Source: an optimization exercise on an open RTL-to-GDS flow (aim: small area and a short achievable clock period). Production flows keep margins and buffers that such runs may drop. Function was checked by simulation only, so behaviour that the tests miss may differ from the original.

==> flow/design.v, too long to show whole: its modules and the start of the top module <==
// module addmuladd_3_stage_signed_18_bit_xor_reduction: 1264 lines
module addmuladd_3_stage_signed_18_bit_xor_reduction(
	input signed [17:0] a,
	input signed [17:0] b,
	input signed [17:0] c,
	input signed [17:0] d,
	output [17:0] out,
	input clk);
  // ...
==> flow/run.sh <==
#!/bin/bash
# synth_recipe.tcl (not shown) runs the flow's synth.tcl, then flattens the netlist and writes it again
# the make line also repeats each setting of config.mk as NAME=value (left out here)
make -C /OpenROAD-flow-scripts/flow DESIGN_CONFIG=/design/flow/config.mk WORK_HOME=/design/flow/orfs CLKGATE_MAP_FILE= SYNTH_SCRIPT=/design/flow/synth_recipe.tcl finish
==> flow/config.mk <==
export PLATFORM = sky130hd
export DESIGN_NAME = addmuladd_3_stage_signed_18_bit_xor_reduction
export DESIGN_NICKNAME = addmuladd_3_stage_signed_18_bit_xor_reduction
export VERILOG_FILES = /design/flow/design.v
export SDC_FILE = /design/flow/constraint.sdc
export NUM_CORES = 4
export LEC_CHECK = 0
export CAP_MARGIN = 20
export CORE_MARGIN = 2
export CORE_UTILIZATION = 40
export SLEW_MARGIN = 20
==> flow/constraint.sdc <==
create_clock -name core_clock -period 10.0 [get_ports {clk}]
set_input_delay 2.0000 -clock core_clock [delete_from_list [all_inputs] [get_ports {clk}]]
set_output_delay 2.0000 -clock core_clock [all_outputs]
set_load 0.01 [all_outputs]
==> impl_metrics.ini, run 1 <==
[run_status]
status = finished clean

[cells_and_area]
buffer_area_frac = 0.0610
multi_input_gates = 1431
largest_class = multi-input combinational cells
layout_common_cells = nand2_1, inv_1, a21oi_1
clk_share = 0.0355
final_util = 0.442

[setup_path]
critical_path.cell_chain = clkdlybuf4s50_1 > ha_1 > inv_1 > fa_1 > nor2b_1 > o21ai_0 > a21boi_0 > o21ai_0 > a21boi_0 > o21ai_0 > a21boi_0 > o21ai_0 > a21boi_0 > o21a_1 > o21ai_0 > nand2b_1 > a21oi_1 > o211ai_1 > o21ai_0
cp.arrival_ps = 5480
start_kind = input port
setup.reg_to_reg.worst_slack_ps = 5080
cp.depth = 19
critPathSlowestCell = clkdlybuf4s50_1
crit_top_cell = o21ai_0

[clocking]
cts_resized = 0
cts_tree = yes
cts_htree_levels = 4
clk_path_buf_depth = 2

[floorplanning]
coreArea_um2 = 37400
start_util = 0.403

[logic_synthesis]
synth.distinct_cells = 61
netlist_area_um2 = 15100
yosys.area_share.simple = 0.120
synth_top_family_by_area = adder cells
synth-xor-area-share = 0.0518
synthTopCellsByArea = fa_1, dfxtp_1, ha_1
synth_compound_area_frac = 0.250
ys_seq_area_frac = 0.169

[routing]
drt_wl_total_um = 43600
wl_per_cell_um = 18.3
vias = 13400

[sta]
fin_hold_ws_ps = 460
fin_crit_ps = 5160
fmax_mhz = 194

[job]
cap_viol_max_count = 0

[placement]
io_buffer_count = 73

[global_routing]
grt_max_degree = 99
grt_pass1_vias = 12200
grt.overflow.total = 0
==> inputs of run 2 (changes only) <==
--- a/flow/config.mk
+++ b/flow/config.mk
@@ -5,6 +5,7 @@
 export SDC_FILE = /design/flow/constraint.sdc
 export NUM_CORES = 4
 export LEC_CHECK = 0
+export ABC_AREA = 1
 export CAP_MARGIN = 20
 export CORE_MARGIN = 2
 export CORE_UTILIZATION = 40
==> run 2 against run 1 <==
Clock skew fell by 1.7 ps. Synthesized area shrank 8.3%. Via count shrank 12%. Critical path depth is 10 lower. First-iteration DRC count fell by 40%. Hold slack gained 3.5 ps. Fmax is 3.2% lower. Synthesized cell count decreased by 5.9%. Global-route usage decreased by 0.51 points.
==> impl_metrics.ini, run 2 <==
[run_status]
status = finished clean

[worst_hold_path]
hold_end = r2_0_1$_DFF_P_
min_path_cells = 1
min-delay-start = c_r[0]$_DFF_P_
hp-class = register to register

[sta]
fin_tns_setup_ps = 0
setup_violations = 0
fin_crit_ps = 5340
slew_headroom = 0.379
finalHoldViolations = 0
fin_hold_ws_ps = 464
period_share = 0.534
maxSlewViolCount = 0
fmax_mhz = 187
fin_worst_skew_ps = 17.0
worst_slew_pin_slew_ps = 930
rsz0062_at_grt = false

[logic_synthesis]
syn_avg_cell_area_um2 = 7.63
ys_seq_elements = 127
synth_enable_flop_cells = 0
synth.largest_area_cell = fa_1
synthCells = 1812
ys_seq_area_frac = 0.184
ys_top_cells_by_count = nand2_1, inv_1, xor2_1
yosysMostFrequentCell = nand2_1
synthFlopType = dfxtp_1
synth_top_area_share = 0.200
synthTopCellsByArea = fa_1, dfxtp_1, xor2_1
synth_warnings = 1
netlist_area_um2 = 13800
synthArstFlopShare = 0
synth.distinct_cells = 44

[cells_and_area]
drive_gt1_frac = 0.0546
final.fill_count = 3450
largest_register_ffs = 19
top_register = s_r
final_area_um2 = 15500
final_nets = 2153
layout.cells.most_common = nand2_1
area_delta_synth_final_pct = 12.3
reg_top3 = s_r: 19 flops, b_r: 18 flops, c_r: 18 flops
layout_common_cells = nand2_1, inv_1, xor2_1
diodes = 0

[clocking]
cts_resized = 0
cts.clk_slew.worst_paths_ps = 70
cts_root_buffer = clkbuf_16
cts_tree = yes
cts_htree_levels = 4
postCtsSetupRepairBufs = 0
cts_buffers = 17
clk_latency_ps = 450
clk_path_buf_depth = 2
cts_sinks = 127
hold_buffers = 0

[global_routing]
grt_pass1_wl_um = 61800
antenna_found_initial = 0
grt.overflow.total = 0
grt_use_total = 0.220
grt_pass1_vias = 11700
grt_max_degree = 20

[routing]
drtAntennaViolNets = 0
routed_via_density = 5.08
drtIter0Drc = 914
drt_drc_violations_left = 0
dr.pass1.iters = 5
vias = 11800
drt_wl_total_um = 38500
wl_per_cell_um = 16.6

[floorplanning]
coreArea_um2 = 34300
dieWidth_um = 190
fp.dieH_um = 190
num_io_pins = 91
die_area_um2 = 36100
start_util = 0.403
row_count = 68

[setup_path]
start_kind = register
cp.arrival_ps = 5650
r2r_end = r2_19_1$_DFF_P_
critPathKind = register to register
startpoint = b_r[13]$_DFF_P_
cpPeakStageDelay_ps = 900
critPathBufInv = 1
crit_top_cell = fa_1
cp-end-kind = register
critical_path.cell_chain = clkinv_1 > o21ai_2 > o22ai_1 > xor2_1 > fa_1 > fa_1 > fa_1 > fa_1 > fa_1
reg2regPathDepth = 9
critPathSlowestCell = o21ai_2
cp_top_family = adder cells
setup.reg_to_reg.worst_slack_ps = 4660
critPathMaxFanout = 18
rr_startpoint = b_r[13]$_DFF_P_
cp_data_required_time_ps = 10310

[placement]
place_hpwl_um = 30100
placed_area_um2 = 14900
io_buffer_count = 73
routabilityCongestion = 0.921

[job]
cap_viol_max_count = 0
[run 2: cell families after synthesis]
logic type,synth area share
flops,0.184
xor+xnor,0.125
other cells,0.000271
compound gates,0.111
fa+ha+maj,0.279
buf+inv,0.121
simple gates,0.180
[run 2: cell type report]
type / count / area, um^2 / share of cell area
flip-flops and latches: 127 / 2540 / 0.164
multi-input cells: 1276 / 9680 / 0.624
inverters: 352 / 1320 / 0.0851
clock buffers: 17 / 425 / 0.0274
well taps: 455 / 569 / 0.0367
clock inverters: 15 / 193 / 0.0124
repair buffers: 81 / 791 / 0.0509
[run 2: worst max path at each step]
| stage | endpoint | slack, ps | depth (start not counted) |
|---|---|---|---|
| final | r2_19_1$_DFF_P_ | 4660 | 9 |
| after global placement | r2_19_1$_DFF_P_ | 4500 | 9 |
| after CTS | r2_19_1$_DFF_P_ | 4730 | 9 |
| after global routing | r2_19_1$_DFF_P_ | 4450 | 9 |
| after floorplan | r2_23_1$_DFF_P_ | 5790 | 14 |
| after detailed placement | r2_19_1$_DFF_P_ | 4730 | 9 |
[run 2: per-layer routing]
metal	vias up	track usage	wire, um
met2	463	0.364	17900
met5	-	0	0
met4	0	0.0820	1100
met3	83	0.0391	2580
li1	5775	-	-
met1	5480	0.286	16900
[run 2: stage by stage]
step | cells | setup WS [ps] | util
after CTS | 2323 | 4730 | 0.453
after global routing | 2323 | 4450 | 0.453
after detailed placement | 2291 | 4730 | 0.435
final | 2323 | 4660 | 0.453
after floorplan | 1828 | 5790 | -
after global placement | 2291 | 4500 | 0.435
==> inputs of run 3 (changes only) <==
==> flow/flow/run.sh (new file) <==
#!/bin/bash
set -o pipefail
export SETUP_SLACK_MARGIN=6.0
bash standard.sh > standard_flow.log 2>&1
==> flow/standard.sh (new file) <==
#!/bin/bash
# synth_recipe.tcl (not shown) runs the flow's synth.tcl, then flattens the netlist and writes it again
# the make line also repeats each setting of config.mk as NAME=value (left out here)
make -C /OpenROAD-flow-scripts/flow DESIGN_CONFIG=/design/flow/config.mk WORK_HOME=/design/flow/orfs CLKGATE_MAP_FILE= SYNTH_SCRIPT=/design/flow/synth_recipe.tcl "${@:-finish}"
removed: flow/run.sh
==> run 3 against run 2 <==
Fmax rose by 36%. Design area rose by 4.4%. Non-clock buffer count rose by 52. Die area did not move. Critical path depth rose by 2. Register-to-register slack improved by 1400 ps. Still clean. First-iteration DRC count fell by 8.6%. Synthesized cell count did not move. Flip-flop and latch count did not move. Cell count rose by 2.2%.
==> impl_metrics.ini, run 3 <==
[logic_synthesis]
synthCells = 1812
synthFlopType = dfxtp_1
synth_warnings = 1
synth.largest_area_cell = fa_1
synthArstFlopShare = 0
ys_top_cells_by_count = nand2_1, inv_1, xor2_1
synthTopCellsByArea = fa_1, dfxtp_1, xor2_1
ys_seq_elements = 127
synth_top_area_share = 0.200
yosysMostFrequentCell = nand2_1
ys_seq_area_frac = 0.184
syn_avg_cell_area_um2 = 7.63
synth.distinct_cells = 44
netlist_area_um2 = 13800
synth_enable_flop_cells = 0

[clocking]
hold_buffers = 0
clk_path_buf_depth = 2
cts.clk_slew.worst_paths_ps = 70
cts_root_buffer = clkbuf_16
cts_tree = yes
cts_sinks = 127
cts_htree_levels = 4
cts_buffers = 17
clk_latency_ps = 440

[cells_and_area]
diodes = 0
layout_common_cells = nand2_1, inv_1, xor2_1
area_delta_synth_final_pct = 17.2
reg_top3 = s_r: 19 flops, b_r: 18 flops, c_r: 18 flops
drive_gt1_frac = 0.110
final_nets = 2205
layout.cells.most_common = nand2_1
final.fill_count = 3376
top_register = s_r
largest_register_ffs = 19

[global_routing]
antenna_found_initial = 0
grt_pass1_wl_um = 62000
grt_pass1_vias = 12000
gr-usage-met1 = 0.280
grt.busiest_layer = met2
grt.overflow.total = 0
grt_max_degree = 20
grtUsageMet2 = 0.372
grt_use_total = 0.221
gr-usage-met3 = 0.0380

[routing]
vias = 11900
drtIter0Drc = 835
drt_wl_total_um = 39300
wl_per_cell_um = 16.6
drtAntennaViolNets = 0
drt_drc_violations_left = 0
dr.pass1.iters = 7
routed_via_density = 5.01

[setup_path]
reg2regPathDepth = 11
critical_path.cell_chain = inv_1 > xor2_1 > ha_1 > fa_1 > inv_1 > fa_1 > inv_1 > fa_1 > fa_1 > inv_1 > fa_1
startpoint = b_r[1]$_DFF_P_
cp-end-kind = register
crit_top_cell = fa_1
cpPeakStageDelay_ps = 550
cp.arrival_ps = 4250
cp_data_required_time_ps = 10320
r2r_end = r2_19_1$_DFF_P_
crit_end = r2_19_1$_DFF_P_
critPathMaxFanout = 13
critPathBufInv = 4
cp.depth = 11
setup.reg_to_reg.worst_slack_ps = 6070
critPathSlowestCell = inv_1
start_kind = register
cp_top_family = adder cells
rr_startpoint = b_r[1]$_DFF_P_
critPathKind = register to register

[placement]
place_hpwl_um = 30600
pre_cts_slack_ps = 4910
routabilityCongestion = 0.932
io_buffer_count = 73

[sta]
worst_slew_pin_slew_ps = 726
slew_headroom = 0.516
setup_violations = 0
period_share = 0.393
fmax_mhz = 255
rsz0062_at_grt = true
finalHoldViolations = 0
fin_tns_setup_ps = 0
setup_ws_ps = 6070
fin_crit_ps = 3930
maxSlewViolCount = 0
fin_worst_skew_ps = 14.4

[worst_hold_path]
hp-class = register to register
min_path_cells = 1

[floorplanning]
fp.dieH_um = 190
coreArea_um2 = 34300
dieWidth_um = 190
num_io_pins = 91
start_util = 0.403
die_area_um2 = 36100
row_count = 68

[job]
cap_viol_max_count = 0

[run_status]
status = finished clean
## run 3: worst min path at each step
stage,end,start
final,r2_0_1$_DFF_P_,c_r[0]$_DFF_P_
after global placement,r2_1_1$_DFF_P_,c_r[1]$_DFF_P_
after CTS,r2_0_1$_DFF_P_,c_r[0]$_DFF_P_
after global routing,r2_0_1$_DFF_P_,c_r[0]$_DFF_P_
after floorplan,r2_1_1$_DFF_P_,c_r[1]$_DFF_P_
after detailed placement,r2_0_1$_DFF_P_,c_r[0]$_DFF_P_
## run 3: cell families (layout without fill, tap and decap cells)
| kind of cell | count (synthesis) | after routing | synth area share |
|---|---|---|---|
| adder cells (fa/ha/maj) | 225 | 225 | 0.279 |
| other | 1 | 17 | 0.000271 |
| AND/OR/NAND/NOR | 581 | 581 | 0.180 |
| flip-flops | 127 | 127 | 0.184 |
| buffers and inverters | 425 | 517 | 0.121 |
| XOR/XNOR | 198 | 198 | 0.125 |
| AO/OA/AOI/OAI | 255 | 255 | 0.111 |
## run 3: final cells by class
type	instances	area, um^2	share of cell area
Multi-Input combinational cell	1276	9850	0.608
Timing Repair Buffer	133	1190	0.0733
Clock inverter	15	190	0.0117
Clock buffer	17	425	0.0262
Inverter	352	1410	0.0871
Tap cell	455	569	0.0351
Sequential cell	127	2570	0.159
## run 3: per-layer routing
metal / up-vias / part of all wire
li1: 5882 / -
met1: 5513 / 0.44
met2: 422 / 0.47
met3: 92 / 0.057
met4: 0 / 0.032
met5: - / 0
## run 3: stage by stage
step	util	hold WS (ps)	std cells	instance area (um^2)
6_report	0.473	465	2375	16200
3_3_place_gp	0.434	445	2286	14900
4_1_cts	0.463	470	2345	15900
2_1_floorplan	-	432	1828	13900
5_1_grt	0.473	478	2375	16200
3_5_place_dp	0.434	445	2286	14900
## run 3: repair_timing
item	CTS	global route
setup endpoints to repair	45	20
cloned	0	0
pin swaps	7	4
buffers inserted	27	30
gates resized for setup	59	35

==> static timing again, ports no longer ideal <==
How much do the figures lean on ideal ports? The routed layouts below were timed once more, with nothing changed but the port constraints. Step 1 (the two cells are an assumption about what drives the block):
set clk [get_ports {clk}]
set_driving_cell -lib_cell sky130_fd_sc_hd__clkbuf_16 $clk
set_driving_cell -lib_cell sky130_fd_sc_hd__buf_2 [delete_from_list [all_inputs] $clk]
Step 2 moves the port delays by t, midway between the first and last clock arrival at a register: inputs arrive t later, outputs are due t later. That takes back most of the time a late clock gives input paths. Slacks: no drivers / after step 1 / after step 2; pairs: no drivers / after step 1.
run | t, ns | setup slack, ns | worst setup path after step 2 | clock arrival spread, ns | worst register clock-pin slew, ns
run 1 | 0.488 | 4.837 / 4.863 / 4.374 | input to register | 0.018 / 0.019 | 0.07 / 0.07
run 2 | 0.490 | 4.664 / 4.664 / 4.664 | register to register | 0.018 / 0.017 | 0.07 / 0.07
run 3 | 0.492 | 6.071 / 6.071 / 5.678 | input to register | 0.014 / 0.014 | 0.07 / 0.07
After both steps every run listed still meets setup and hold. The setup slack of run 1, which loses most, moves by +0.026 ns with the drivers and by -0.463 ns with both steps.
